What follows belongs to an exercise in optimizing a design on an open flow for small area and a short achievable clock period; a production flow would make more cautious choices. Only simulation tests tie the RTL to the original design; equivalence was not proved.

===== design/flow/flow/run.sh =====
#!/bin/bash
# Standard ORFS layout, with the port buffers made from the smallest buffer cell.
set -o pipefail
bash standard.sh BUFFER_PORTS_ARGS="-buffer_cell sky130_fd_sc_hd__buf_1" finish > standard_flow.log 2>&1

===== design/flow/standard.sh =====
#!/bin/bash
# synth_recipe.tcl (not shown) runs the flow's synth.tcl, then flattens the netlist and writes it again
# the make line also repeats each setting of config.mk as NAME=value (left out here)
make -C /OpenROAD-flow-scripts/flow DESIGN_CONFIG=/design/flow/config.mk WORK_HOME=/design/flow/orfs CLKGATE_MAP_FILE= SYNTH_SCRIPT=/design/flow/synth_recipe.tcl "${@:-finish}"

===== design/flow/config.mk =====
export PLATFORM = sky130hd
export DESIGN_NAME = PPU
export DESIGN_NICKNAME = PPU
export VERILOG_FILES = /design/flow/design.v
export SDC_FILE = /design/flow/constraint.sdc
export NUM_CORES = 4
export LEC_CHECK = 0
export CAP_MARGIN = 20
export CORE_MARGIN = 2
export CORE_UTILIZATION = 40
export SLEW_MARGIN = 20
export SYNTH_HIERARCHICAL = 1
export SYNTH_MINIMUM_KEEP_SIZE = 0

===== design/flow/constraint.sdc =====
create_clock -name core_clock -period 120.0 [get_ports {clk}]
set_input_delay 24.0000 -clock core_clock [delete_from_list [all_inputs] [get_ports {clk}]]
set_output_delay 24.0000 -clock core_clock [all_outputs]
set_load 0.01 [all_outputs]

===== design/flow/design.v =====
module ppu_pg_n (input na, input s, output g, output p);
    assign g = ~(na | s);
    assign p = ~(na & s);
endmodule
module ppu_pg_t (input a, input sn, output g, output p);
    assign g = a & sn;
    assign p = a | sn;
endmodule
module ppu_ngp_t (input a, input sn, output ng, output np);
    assign ng = ~(a & sn);
    assign np = ~(a | sn);
endmodule
module ppu_cy_ti (input g, input p, input c, output nco);
    assign nco = ~(g | (p & c));
endmodule
module ppu_cy_it (input ng, input np, input nc, output co);
    assign co = ~((ng & nc) | np);
endmodule
module ppu_rem_iti (input na, input s, input c, input q, output nr);
    assign nr = ~(~na ^ (q & ~(s ^ c)));
endmodule
module ppu_rem_itt (input na, input s, input c, input q, output r);
    assign r = ~na ^ (q & ~(s ^ c));
endmodule
module ppu_rem_tii (input a, input s, input nc, input q, output nr);
    assign nr = ~(a ^ (q & (s ^ nc)));
endmodule
module ppu_rem_tti (input a, input s, input c, input q, output nr);
    assign nr = ~(a ^ (q & ~(s ^ c)));
endmodule
module ppu_rem_ttt (input a, input s, input c, input q, output r);
    assign r = a ^ (q & ~(s ^ c));
endmodule
module ppu_q (input a12, input nc12, output q);
    assign q = a12 | ~nc12;
endmodule
module ppu_maj (input a, input b, input c, output y);
    assign y = (a & b) | (a & c) | (b & c);
endmodule
module ppu_ge12 (input [11:0] a, input [11:0] sn, output ge);
    wire [12:0] c;
    assign c[1] = a[0] | sn[0];
    genvar i;
    generate
        for (i = 1; i < 12; i = i + 1) begin : g_b
            ppu_maj u_m (.a(a[i]), .b(sn[i]), .c(c[i]), .y(c[i+1]));
        end
    endgenerate
    assign ge = c[12];
endmodule
module ppu_rem0 (input a, input s, input q, output nr);
    assign nr = ~(a ^ (q & s));
endmodule
module ppu_stage_first (input [12:0] a, input [11:0] s, input [11:0] sn, output q, output [11:0] r);
    wire [12:0] cy;   
    assign cy[1] = a[0] | sn[0];
    ppu_rem0 u_r0 (.a(a[0]), .s(s[0]), .q(q), .nr(r[0]));
    wire g1, p1;
    ppu_pg_t u_pg1 (.a(a[1]), .sn(sn[1]), .g(g1), .p(p1));
    ppu_cy_ti u_cy1 (.g(g1), .p(p1), .c(cy[1]), .nco(cy[2]));
    ppu_rem_ttt u_r1 (.a(a[1]), .s(s[1]), .c(cy[1]), .q(q), .r(r[1]));
    wire ng2, np2;
    ppu_ngp_t u_pg2 (.a(a[2]), .sn(sn[2]), .ng(ng2), .np(np2));
    ppu_cy_it u_cy2 (.ng(ng2), .np(np2), .nc(cy[2]), .co(cy[3]));
    ppu_rem_tii u_r2 (.a(a[2]), .s(s[2]), .nc(cy[2]), .q(q), .nr(r[2]));
    wire g3, p3;
    ppu_pg_t u_pg3 (.a(a[3]), .sn(sn[3]), .g(g3), .p(p3));
    ppu_cy_ti u_cy3 (.g(g3), .p(p3), .c(cy[3]), .nco(cy[4]));
    ppu_rem_ttt u_r3 (.a(a[3]), .s(s[3]), .c(cy[3]), .q(q), .r(r[3]));
    wire ng4, np4;
    ppu_ngp_t u_pg4 (.a(a[4]), .sn(sn[4]), .ng(ng4), .np(np4));
    ppu_cy_it u_cy4 (.ng(ng4), .np(np4), .nc(cy[4]), .co(cy[5]));
    ppu_rem_tii u_r4 (.a(a[4]), .s(s[4]), .nc(cy[4]), .q(q), .nr(r[4]));
    wire g5, p5;
    ppu_pg_t u_pg5 (.a(a[5]), .sn(sn[5]), .g(g5), .p(p5));
    ppu_cy_ti u_cy5 (.g(g5), .p(p5), .c(cy[5]), .nco(cy[6]));
    ppu_rem_ttt u_r5 (.a(a[5]), .s(s[5]), .c(cy[5]), .q(q), .r(r[5]));
    wire ng6, np6;
    ppu_ngp_t u_pg6 (.a(a[6]), .sn(sn[6]), .ng(ng6), .np(np6));
    ppu_cy_it u_cy6 (.ng(ng6), .np(np6), .nc(cy[6]), .co(cy[7]));
    ppu_rem_tii u_r6 (.a(a[6]), .s(s[6]), .nc(cy[6]), .q(q), .nr(r[6]));
    wire g7, p7;
    ppu_pg_t u_pg7 (.a(a[7]), .sn(sn[7]), .g(g7), .p(p7));
    ppu_cy_ti u_cy7 (.g(g7), .p(p7), .c(cy[7]), .nco(cy[8]));
    ppu_rem_ttt u_r7 (.a(a[7]), .s(s[7]), .c(cy[7]), .q(q), .r(r[7]));
    wire ng8, np8;
    ppu_ngp_t u_pg8 (.a(a[8]), .sn(sn[8]), .ng(ng8), .np(np8));
    ppu_cy_it u_cy8 (.ng(ng8), .np(np8), .nc(cy[8]), .co(cy[9]));
    ppu_rem_tii u_r8 (.a(a[8]), .s(s[8]), .nc(cy[8]), .q(q), .nr(r[8]));
    wire g9, p9;
    ppu_pg_t u_pg9 (.a(a[9]), .sn(sn[9]), .g(g9), .p(p9));
    ppu_cy_ti u_cy9 (.g(g9), .p(p9), .c(cy[9]), .nco(cy[10]));
    ppu_rem_ttt u_r9 (.a(a[9]), .s(s[9]), .c(cy[9]), .q(q), .r(r[9]));
    wire ng10, np10;
    ppu_ngp_t u_pg10 (.a(a[10]), .sn(sn[10]), .ng(ng10), .np(np10));
    ppu_cy_it u_cy10 (.ng(ng10), .np(np10), .nc(cy[10]), .co(cy[11]));
    ppu_rem_tii u_r10 (.a(a[10]), .s(s[10]), .nc(cy[10]), .q(q), .nr(r[10]));
    wire g11, p11;
    ppu_pg_t u_pg11 (.a(a[11]), .sn(sn[11]), .g(g11), .p(p11));
    ppu_cy_ti u_cy11 (.g(g11), .p(p11), .c(cy[11]), .nco(cy[12]));
    ppu_rem_ttt u_r11 (.a(a[11]), .s(s[11]), .c(cy[11]), .q(q), .r(r[11]));
    ppu_q u_q (.a12(a[12]), .nc12(cy[12]), .q(q));
endmodule
module ppu_stage (input [12:0] a, input [11:0] s, input [11:0] sn, output q, output [11:0] r);
    wire [12:0] cy;   
    assign cy[1] = a[0] | sn[0];
    ppu_rem0 u_r0 (.a(a[0]), .s(s[0]), .q(q), .nr(r[0]));
    wire g1, p1;
    ppu_pg_n u_pg1 (.na(a[1]), .s(s[1]), .g(g1), .p(p1));
    ppu_cy_ti u_cy1 (.g(g1), .p(p1), .c(cy[1]), .nco(cy[2]));
    ppu_rem_itt u_r1 (.na(a[1]), .s(s[1]), .c(cy[1]), .q(q), .r(r[1]));
    wire ng2, np2;
    ppu_ngp_t u_pg2 (.a(a[2]), .sn(sn[2]), .ng(ng2), .np(np2));
    ppu_cy_it u_cy2 (.ng(ng2), .np(np2), .nc(cy[2]), .co(cy[3]));
    ppu_rem_tii u_r2 (.a(a[2]), .s(s[2]), .nc(cy[2]), .q(q), .nr(r[2]));
    wire g3, p3;
    ppu_pg_n u_pg3 (.na(a[3]), .s(s[3]), .g(g3), .p(p3));
    ppu_cy_ti u_cy3 (.g(g3), .p(p3), .c(cy[3]), .nco(cy[4]));
    ppu_rem_itt u_r3 (.na(a[3]), .s(s[3]), .c(cy[3]), .q(q), .r(r[3]));
    wire ng4, np4;
    ppu_ngp_t u_pg4 (.a(a[4]), .sn(sn[4]), .ng(ng4), .np(np4));
    ppu_cy_it u_cy4 (.ng(ng4), .np(np4), .nc(cy[4]), .co(cy[5]));
    ppu_rem_tii u_r4 (.a(a[4]), .s(s[4]), .nc(cy[4]), .q(q), .nr(r[4]));
    wire g5, p5;
    ppu_pg_n u_pg5 (.na(a[5]), .s(s[5]), .g(g5), .p(p5));
    ppu_cy_ti u_cy5 (.g(g5), .p(p5), .c(cy[5]), .nco(cy[6]));
    ppu_rem_itt u_r5 (.na(a[5]), .s(s[5]), .c(cy[5]), .q(q), .r(r[5]));
    wire ng6, np6;
    ppu_ngp_t u_pg6 (.a(a[6]), .sn(sn[6]), .ng(ng6), .np(np6));
    ppu_cy_it u_cy6 (.ng(ng6), .np(np6), .nc(cy[6]), .co(cy[7]));
    ppu_rem_tii u_r6 (.a(a[6]), .s(s[6]), .nc(cy[6]), .q(q), .nr(r[6]));
    wire g7, p7;
    ppu_pg_n u_pg7 (.na(a[7]), .s(s[7]), .g(g7), .p(p7));
    ppu_cy_ti u_cy7 (.g(g7), .p(p7), .c(cy[7]), .nco(cy[8]));
    ppu_rem_itt u_r7 (.na(a[7]), .s(s[7]), .c(cy[7]), .q(q), .r(r[7]));
    wire ng8, np8;
    ppu_ngp_t u_pg8 (.a(a[8]), .sn(sn[8]), .ng(ng8), .np(np8));
    ppu_cy_it u_cy8 (.ng(ng8), .np(np8), .nc(cy[8]), .co(cy[9]));
    ppu_rem_tii u_r8 (.a(a[8]), .s(s[8]), .nc(cy[8]), .q(q), .nr(r[8]));
    wire g9, p9;
    ppu_pg_n u_pg9 (.na(a[9]), .s(s[9]), .g(g9), .p(p9));
    ppu_cy_ti u_cy9 (.g(g9), .p(p9), .c(cy[9]), .nco(cy[10]));
    ppu_rem_itt u_r9 (.na(a[9]), .s(s[9]), .c(cy[9]), .q(q), .r(r[9]));
    wire ng10, np10;
    ppu_ngp_t u_pg10 (.a(a[10]), .sn(sn[10]), .ng(ng10), .np(np10));
    ppu_cy_it u_cy10 (.ng(ng10), .np(np10), .nc(cy[10]), .co(cy[11]));
    ppu_rem_tii u_r10 (.a(a[10]), .s(s[10]), .nc(cy[10]), .q(q), .nr(r[10]));
    wire g11, p11;
    ppu_pg_n u_pg11 (.na(a[11]), .s(s[11]), .g(g11), .p(p11));
    ppu_cy_ti u_cy11 (.g(g11), .p(p11), .c(cy[11]), .nco(cy[12]));
    ppu_rem_itt u_r11 (.na(a[11]), .s(s[11]), .c(cy[11]), .q(q), .r(r[11]));
    ppu_q u_q (.a12(a[12]), .nc12(cy[12]), .q(q));
endmodule
module ppu_round (input [12:0] a, input [11:0] s, input [11:0] sn, output q);
    wire [12:0] cy;   
    assign cy[1] = sn[0];
    wire g1, p1;
    ppu_pg_n u_pg1 (.na(a[1]), .s(s[1]), .g(g1), .p(p1));
    ppu_cy_ti u_cy1 (.g(g1), .p(p1), .c(cy[1]), .nco(cy[2]));
    wire ng2, np2;
    ppu_ngp_t u_pg2 (.a(a[2]), .sn(sn[2]), .ng(ng2), .np(np2));
    ppu_cy_it u_cy2 (.ng(ng2), .np(np2), .nc(cy[2]), .co(cy[3]));
    wire g3, p3;
    ppu_pg_n u_pg3 (.na(a[3]), .s(s[3]), .g(g3), .p(p3));
    ppu_cy_ti u_cy3 (.g(g3), .p(p3), .c(cy[3]), .nco(cy[4]));
    wire ng4, np4;
    ppu_ngp_t u_pg4 (.a(a[4]), .sn(sn[4]), .ng(ng4), .np(np4));
    ppu_cy_it u_cy4 (.ng(ng4), .np(np4), .nc(cy[4]), .co(cy[5]));
    wire g5, p5;
    ppu_pg_n u_pg5 (.na(a[5]), .s(s[5]), .g(g5), .p(p5));
    ppu_cy_ti u_cy5 (.g(g5), .p(p5), .c(cy[5]), .nco(cy[6]));
    wire ng6, np6;
    ppu_ngp_t u_pg6 (.a(a[6]), .sn(sn[6]), .ng(ng6), .np(np6));
    ppu_cy_it u_cy6 (.ng(ng6), .np(np6), .nc(cy[6]), .co(cy[7]));
    wire g7, p7;
    ppu_pg_n u_pg7 (.na(a[7]), .s(s[7]), .g(g7), .p(p7));
    ppu_cy_ti u_cy7 (.g(g7), .p(p7), .c(cy[7]), .nco(cy[8]));
    wire ng8, np8;
    ppu_ngp_t u_pg8 (.a(a[8]), .sn(sn[8]), .ng(ng8), .np(np8));
    ppu_cy_it u_cy8 (.ng(ng8), .np(np8), .nc(cy[8]), .co(cy[9]));
    wire g9, p9;
    ppu_pg_n u_pg9 (.na(a[9]), .s(s[9]), .g(g9), .p(p9));
    ppu_cy_ti u_cy9 (.g(g9), .p(p9), .c(cy[9]), .nco(cy[10]));
    wire ng10, np10;
    ppu_ngp_t u_pg10 (.a(a[10]), .sn(sn[10]), .ng(ng10), .np(np10));
    ppu_cy_it u_cy10 (.ng(ng10), .np(np10), .nc(cy[10]), .co(cy[11]));
    wire g11, p11;
    ppu_pg_n u_pg11 (.na(a[11]), .s(s[11]), .g(g11), .p(p11));
    ppu_cy_ti u_cy11 (.g(g11), .p(p11), .c(cy[11]), .nco(cy[12]));
    ppu_q u_q (.a12(a[12]), .nc12(cy[12]), .q(q));
endmodule
module PPU (
    input clk,
    input rst,
    input i_en,
    input [31:0] data_in,
    input [11:0] scaling_factor,
    output logic [6:0] data_out,
    output logic valid,
    output logic [31:0] data_in_out
);
wire [11:0] s  = scaling_factor;
wire [11:0] sn = ~scaling_factor;
wire ge_hi;
ppu_ge12 u_ov (.a(data_in[17:6]), .sn(sn), .ge(ge_hi));
wire ovf = (|data_in[30:18]) | ge_hi;
wire [11:0] rem [0:5];
wire [5:0]  qq;
ppu_stage_first u_st5 (.a(data_in[17:5]), .s(s), .sn(sn), .q(qq[5]), .r(rem[5]));
ppu_stage u_st4 (.a({rem[5], data_in[4]}), .s(s), .sn(sn), .q(qq[4]), .r(rem[4]));
ppu_stage u_st3 (.a({rem[4], data_in[3]}), .s(s), .sn(sn), .q(qq[3]), .r(rem[3]));
ppu_stage u_st2 (.a({rem[3], data_in[2]}), .s(s), .sn(sn), .q(qq[2]), .r(rem[2]));
ppu_stage u_st1 (.a({rem[2], data_in[1]}), .s(s), .sn(sn), .q(qq[1]), .r(rem[1]));
ppu_stage u_st0 (.a({rem[1], data_in[0]}), .s(s), .sn(sn), .q(qq[0]), .r(rem[0]));
wire rnd;
ppu_round u_rn (.a({rem[0], 1'b0}), .s(s), .sn(sn), .q(rnd));
wire [6:0] fval = ovf ? 7'd127 : ({1'b0, qq} + {6'd0, rnd});
always @(posedge clk) begin
    if (rst) begin
        valid <= 1'b0;
        data_out <= 7'd0;
        data_in_out <= 32'd0;
    end else begin
        valid <= i_en;
        data_out <= (i_en & ~data_in[31]) ? fval : 7'd0;
        data_in_out <= data_in;
    end
end
endmodule

==> impl_metrics.toml, run 1 <==
[outcome]
status = "no timing/DRC/antenna violations"

[worst_setup_path]
cpMostUsedCell = "a21oi_2"
cp.required_ns = 120.17
cp_slowest_cell = "buf_1"
cp-endpoint = "data_out[4]"
crit_fanout = 19
cp-start-kind = "primary input"
arrival_ns = 42.08
critPathKind = "primary input to flop"
crit_start = "scaling_factor[1]"
end_kind = "flop"
cpPeakStageDelay_ns = 0.69

[sta]
final-hold-violation-count = 0
fin_tns_setup_ns = 0
finalCriticalPeriod_ns = 41.91
worstMarginPinSlew_ns = 0.946
report.final.slew_viol_count = 0
finalSetupViolations = 0
fin_crit_sh = 0.349
max_freq_mhz = 23.9
slew_headroom = 0.369
rsz0062_at_grt = "no"

[clocking]
ctsResizeCount = 0
cts_tree = "yes"
cts.sinks = 40
clkSlewWorstSetupHoldPaths_ns = 0.09
cts_buffer_depth = 2
numCtsBuffers = 5
ctsHoldBuffers = 0
cts_setup_buffers = 0
cts_htree_levels = 2
root_buffer = "clkbuf_8"

[place]
dp.cells = 804
globalplace.congestion = 0.788
placedInstanceArea_mm2 = 0.00475
hpwl_um = 7550
port_buffers = 86

[routing]
drc = 0
first_pass_iters = 4
drt_iter0_drc = 85
avgRoutedWirePerCell_um = 11.2
vias = 3781
routed_wl_um = 9130
ant_nets = 0
avgViaCountPerCell = 4.66

[yosys]
netlist_instances = 582
ys.warnings.count = 7
synth_nets = 631
syn_avg_cell_area_um2 = 7.30
syn_area_mm2 = 0.00425

[die]
die_h_um = 107
io_pins = 87
initial_core_util = 0.411
fp-row-count = 37
dieArea_mm2 = 0.0115
design.core.area_mm2 = 0.0103
die_w_um = 107

[global_route]
grt_pass1_vias = 3590
grtUsageTotal = 0.162
grt_max_degree = 34
gr-total-overflow = 0
antenna_found_initial = 0
grt_pass1_wl_um = 15800

[cells_and_area]
antenna_cells = 0
nFillCells = 1077
nNetsFinal = 724
syn_to_final_growth_pct = 14.5
instances_no_fill = 812
drive_above_1_share = 0.164
stdcell_area_mm2 = 0.00486

[min_path]
hp-class = "primary input to flop"

[run]
drv_cap = 0
-- metal layers --
metal  GRT usage  share of wire  vias to the layer above
li1            -              -                     2030
met3      0.0292          0.035                        6
met1       0.195           0.46                     1688
met5           0              0                        -
met4      0.0213         0.0077                        0
met2       0.303           0.50                       57
-- sequential cells by signal, indices dropped and copies added (netlist names) --
| signal | cells |
|---|---|
| data_in_out | 32 |
| data_out | 7 |
| valid | 1 |
-- placed cells by master (no fill, tap or decap) --
master      count
xor2_1         98
bufinv_16       1
nor2b_1        31
and4_1          1
clkinvlp_4      1
a31oi_2         1
ha_1            2
and3_4          1
maj3_2         11
inv_6           1
nor2_1         72
nor4_1          3
nand2b_1        7
buf_4           4
or2b_4          1
inv_1          15
a21oi_1         6
clkbuf_8        5
xnor2_1        43
a31o_2          1
dfxtp_1        40
nand4_1         1
a21oi_2        77
nand3_1         3
and2b_1         1
buf_1          86
or2_1          13
nand2_1       143
and2_2          6
nor2b_2         1
-- worst min path at each step --
stage | startpoint | end | depth (start not counted)
after global routing | data_in[28] | data_in_out[28] | 2
after floorplan | rst | valid | 1
after detailed placement | data_in[27] | data_in_out[27] | 2
after global placement | i_en | valid | 2
final | data_in[27] | data_in_out[27] | 2
after CTS | data_in[27] | data_in_out[27] | 2
-- per-stage QoR --
step	hold WS [ns]	utilization	setup slack [ns]
finish	23.94	0.471	78.09
global route	23.93	0.471	76.19
CTS	23.94	0.471	77.97
detailed placement	24.24	0.460	77.68
global placement	24.22	0.460	78.20
floorplan	24.07	-	81.20
-- worst max-delay path, delay by kind of cell --
| family | cells | cell delay, ns |
|---|---|---|
| adders and majority gates | 2 | 0.49 |
| xor gates and xnor gates | 7 | 1.73 |
| AOI/OAI and AO/OA | 78 | 10.59 |
| and+or+nand+nor | 21 | 4.35 |
| buffers and inverters | 2 | 0.86 |
-- layout make-up --
type	instances	area [um^2]	area share
clock buffers	5	68.8	0.0141
repair buffers	90	353	0.0725
multi-input cells	523	3370	0.693
flip-flops and latches	40	801	0.165
inverters	15	56.3	0.0116
clock inverters	3	46.3	0.00952
well taps	136	170	0.0350
==> run 2, diff against run 1 <==
--- a/design/flow/config.mk
+++ b/design/flow/config.mk
@@ -7,7 +7,7 @@
 export LEC_CHECK = 0
 export CAP_MARGIN = 20
 export CORE_MARGIN = 2
-export CORE_UTILIZATION = 40
+export CORE_UTILIZATION = 70
 export SLEW_MARGIN = 20
 export SYNTH_HIERARCHICAL = 1
 export SYNTH_MINIMUM_KEEP_SIZE = 0
==> run 2 against run 1 <==
  * Sequential cell count did not move
  * Largest cell class unchanged
  * Utilization rose by 34 points
  * Critical path type unchanged
  * Sequential share of layout area rose by 0.36 points
  * Still clean
  * Critical endpoint unchanged
==> impl_metrics.toml, run 2 <==
[sta]
slew_headroom = 0.405
worstMarginPinSlew_ns = 0.893
final-hold-violation-count = 0
report.final.slew_viol_count = 0
max_freq_mhz = 23.6
finalCriticalPeriod_ns = 42.45
fin_crit_sh = 0.354
fin_tns_setup_ns = 0
finalSetupViolations = 0
rsz0062_at_grt = "no"

[global_route]
grt-busiest-layer = "met2"
antenna_found_initial = 0
grt_max_degree = 34
met3_usage = 0.0473
grt_pass1_wl_um = 14500
grt.met2_usage = 0.533
grtUsageTotal = 0.267
grt_pass1_vias = 3515
grtUsageMet1 = 0.284
gr-total-overflow = 0

[worst_setup_path]
critPathKind = "primary input to flop"
crit_fanout = 19
cp.required_ns = 120.16
cp-start-kind = "primary input"
end_kind = "flop"
cp_slowest_cell = "buf_1"
cpPeakStageDelay_ns = 0.62
cpMostUsedCell = "a21oi_2"
arrival_ns = 42.61
crit_start = "scaling_factor[1]"

[cells_and_area]
drive_above_1_share = 0.164
largest_reg_flops = 32
top_register = "data_in_out"
layout_common_cells = "143 x nand2_1, 98 x xor2_1, 86 x buf_1"
nNetsFinal = 724
reg_top3 = "data_in_out x32, data_out x7, valid x1"
syn_to_final_growth_pct = 12.0
mostFrequentLayoutCell = "nand2_1"
stdcell_area_mm2 = 0.00476
antenna_cells = 0

[die]
initial_core_util = 0.722
die_h_um = 81.9
fp-row-count = 28
dieArea_mm2 = 0.00671
io_pins = 87
die_w_um = 81.9
design.core.area_mm2 = 0.00589

[routing]
first_pass_iters = 4
routed_wl_um = 9090
avgRoutedWirePerCell_um = 12.1
drc = 0
ant_nets = 0
avgViaCountPerCell = 5.33
drt_iter0_drc = 161
vias = 4006

[clocking]
cts.sinks = 40
cts_buffer_depth = 2
root_buffer = "clkbuf_8"
cts_setup_buffers = 0
cts_htree_levels = 2
ctsResizeCount = 0
ctsHoldBuffers = 0
cts_tree = "yes"
clkSlewWorstSetupHoldPaths_ns = 0.08
numCtsBuffers = 5

[outcome]
status = "no timing/DRC/antenna violations"

[place]
hpwl_um = 7220
port_buffers = 86
placedInstanceArea_mm2 = 0.00467
globalplace.congestion = 0.808

[yosys]
ys.warnings.count = 7
syn_avg_cell_area_um2 = 7.30
syn_area_mm2 = 0.00425
netlist_instances = 582
synth_nets = 631

[min_path]
hp-class = "primary input to flop"
hp-start = "i_en"

[run]
drv_cap = 0
[run 2: cell count changes in the layout (fill, tap and decap cells not counted), sizes merged]
cell,before,now
clkinv,0,3
bufinv,1,0
clkinvlp,1,0
inv,16,15
[run 2: worst max-delay path, delay by kind of cell]
kind,cells,cell delay [ns]
AOI/OAI and AO/OA,78,10.83
and+or+nand+nor,21,4.66
adders and majority gates,2,0.47
buffers and inverters,2,0.80
xor gates and xnor gates,7,1.82
[run 2: path summary, 6_finish.rpt]
kind	end	slack [ns]	cells after the start
max	data_out[4]	77.55	110
min	valid	23.95	2
[run 2: per-stage QoR]
step / setup WS, ns / instances / util / hold WS [ns]
4_1_cts: 77.64 / 751 / 0.809 / 23.94
2_1_floorplan: 81.20 / 582 / - / 24.07
3_3_place_gp: 78.18 / 743 / 0.794 / 24.22
6_report: 77.55 / 751 / 0.809 / 23.95
3_5_place_dp: 77.34 / 743 / 0.794 / 24.24
5_1_grt: 76.01 / 751 / 0.809 / 23.94
[run 2: final cells by class]
cell class / instances / area (um^2)
multi-input combinational: 523 / 3370
fill: 450 / 1130
sequential: 40 / 801
timing repair buffer: 90 / 353
tap: 75 / 93.8
clock buffer: 5 / 68.8
inverter: 15 / 56.3
clock inverter: 3 / 18.8
[run 2: routing by layer]
layer,vias up,share of wire
li1,2038,-
met1,1865,0.42
met2,85,0.53
met3,18,0.040
met4,0,0.016
met5,-,0
==> run 3, diff against run 2 <==
==> design/flow/flow/run.sh (replaced) <==
#!/bin/bash
# Standard ORFS layout, with the port buffers made from the smallest buffer cell, and timing
# repair aiming at a setup slack of 85 ns so that it speeds up the critical paths.
set -o pipefail
bash standard.sh BUFFER_PORTS_ARGS="-buffer_cell sky130_fd_sc_hd__buf_1" SETUP_SLACK_MARGIN=85 finish > standard_flow.log 2>&1
--- a/design/flow/config.mk
+++ b/design/flow/config.mk
@@ -7,7 +7,7 @@
 export LEC_CHECK = 0
 export CAP_MARGIN = 20
 export CORE_MARGIN = 2
-export CORE_UTILIZATION = 70
+export CORE_UTILIZATION = 40
 export SLEW_MARGIN = 20
 export SYNTH_HIERARCHICAL = 1
 export SYNTH_MINIMUM_KEEP_SIZE = 0
==> run 3 against run 2 <==
  * First-iteration DRC count shrank 11%
  * Utilization down 21 points
  * Synthesized area is the same
  * Critical path type unchanged
  * Critical endpoint unchanged
==> impl_metrics.toml, run 3 <==
[worst_setup_path]
arrival_ns = 38.01
crit_fanout = 13
end_kind = "flop"
critPathKind = "primary input to flop"
cp.required_ns = 120.17
cp-start-kind = "primary input"
cpMostUsedCell = "a21oi_2"
cp_slowest_cell = "or2_4"
cpPeakStageDelay_ns = 0.25

[die]
die_h_um = 107
die_w_um = 107
dieArea_mm2 = 0.0115
design.core.area_mm2 = 0.0103
io_pins = 87
fp-row-count = 37
initial_core_util = 0.411

[yosys]
syn_avg_cell_area_um2 = 7.30
netlist_instances = 582
ys.warnings.count = 7
synth_nets = 631
syn_area_mm2 = 0.00425

[routing]
vias = 4398
ant_nets = 0
avgViaCountPerCell = 4.72
avgRoutedWirePerCell_um = 13.2
drt_iter0_drc = 143
drc = 0
routed_wl_um = 12300
first_pass_iters = 4

[cells_and_area]
nNetsFinal = 843
multi_input_area_mm2 = 0.00373
reg_top3 = "data_in_out x32, data_out x7, valid x1"
top_register = "data_in_out"
seqCellArea_um2 = 801
mostFrequentLayoutCell = "nand2_1"
largest_reg_flops = 32
antenna_cells = 0
nFillCells = 944
stdcell_area_mm2 = 0.00619
layout_common_cells = "133 x nand2_1, 123 x buf_4, 82 x xor2_1"
syn_to_final_growth_pct = 45.8
drive_above_1_share = 0.357

[sta]
finalCriticalPeriod_ns = 37.84
fin_crit_sh = 0.315
fin_tns_setup_ns = 0
worstMarginPinSlew_ns = 0.516
fin_ws_ns = 82.16
max_freq_mhz = 26.4
fin_hold_ws_ns = 23.93
slew_headroom = 0.656
final-hold-violation-count = 0
finalSetupViolations = 0
rsz0062_at_grt = "yes"
report.final.slew_viol_count = 0

[clocking]
clkSlewWorstSetupHoldPaths_ns = 0.08
cts_htree_levels = 2
cts.sinks = 40
cts_tree = "yes"
root_buffer = "clkbuf_8"
cts_buffer_depth = 2
numCtsBuffers = 5

[place]
globalplace.congestion = 0.784
dp_slack_ns = 79.45
port_buffers = 86
placedInstanceArea_mm2 = 0.00489
hpwl_um = 7850

[global_route]
grt_pass1_vias = 4112
grt_max_degree = 34
gr-total-overflow = 0
grtUsageTotal = 0.203
antenna_found_initial = 0
grt_pass1_wl_um = 18800

[min_path]
hp-class = "primary input to flop"

[outcome]
status = "no timing/DRC/antenna violations"

[run]
drv_cap = 0
-- run 3: critical path: cells and delay by family --
kind | cells | cell delay [ns]
compound gates | 75 | 9.66
simple gates | 21 | 2.18
xor+xnor | 7 | 1.24
buf+inv | 3 | 0.47
fa+ha+maj | 2 | 0.38
-- run 3: final timing paths --
path | from | end | cells past startpoint
worst max-delay path | data_in[6] | data_out[4] | 108
worst min-delay path | data_in[6] | data_in_out[6] | 2
-- run 3: timing repair --
action                     4_1_cts  5_1_grt
hold buffers                     0        0
pin swaps                      100       87
buffers inserted                88       31
resized for setup               45       29
setup endpoints to repair        7        7
gates cloned                     0        0
-- run 3: cell type report --
type                            instances  area share
Clock buffer                            5      0.0111
Clock inverter                          3     0.00303
Inverter                               15      0.0127
Multi-Input combinational cell        523       0.602
Sequential cell                        40       0.129
Tap cell                              136      0.0275
Timing Repair Buffer                  209       0.214
-- run 3: routing by layer --
layer	wire length (um)	vias up	global-route usage	part of all wire
met3	308	13	0.0286	0.025
met2	6450	59	0.378	0.52
met1	5440	2067	0.252	0.44
met5	0	-	0	0
li1	-	2259	-	-
met4	112	0	0.0278	0.0091
-- run 3: metrics by stage --
step	util	instances
after global placement	0.474	804
after floorplan	-	582
after global routing	0.600	931
after CTS	0.562	900
final	0.600	931
after detailed placement	0.474	804

==> re-timing with driven ports <==
Ports are ideal in the flow. The routed layouts listed here were re-timed in OpenROAD. Step 1: set_driving_cell puts a clkbuf_16 on clk and a buf_2 on each other input, an assumption about the parent block. Step 2 times the ports against the registers' clock, not the clock port: input delays grow and output delays shrink by t, the midpoint of the rising clock arrivals with the driver on. Slacks: no drivers / after step 1 / after step 2; pairs: no drivers / after step 1.
run | t, ns | setup WS [ns] | hold WS [ns] | worst setup path at the end | cell pins on the clock port's net
run 1 | 0.314 | 78.089 / 78.090 / 77.777 | 23.939 / 23.934 / 24.248 | input to register | 1
run 2 | 0.308 | 77.552 / 77.551 / 77.243 | 23.945 / 23.947 / 24.255 | input to register | 1
run 3 | 0.316 | 82.162 / 82.120 / 81.804 | 23.929 / 23.932 / 24.248 | input to register | 1
After both steps setup and hold are still met in every run listed. The setup slack of run 3, which loses most, moves by -0.042 ns with the drivers and by -0.358 ns with both steps.
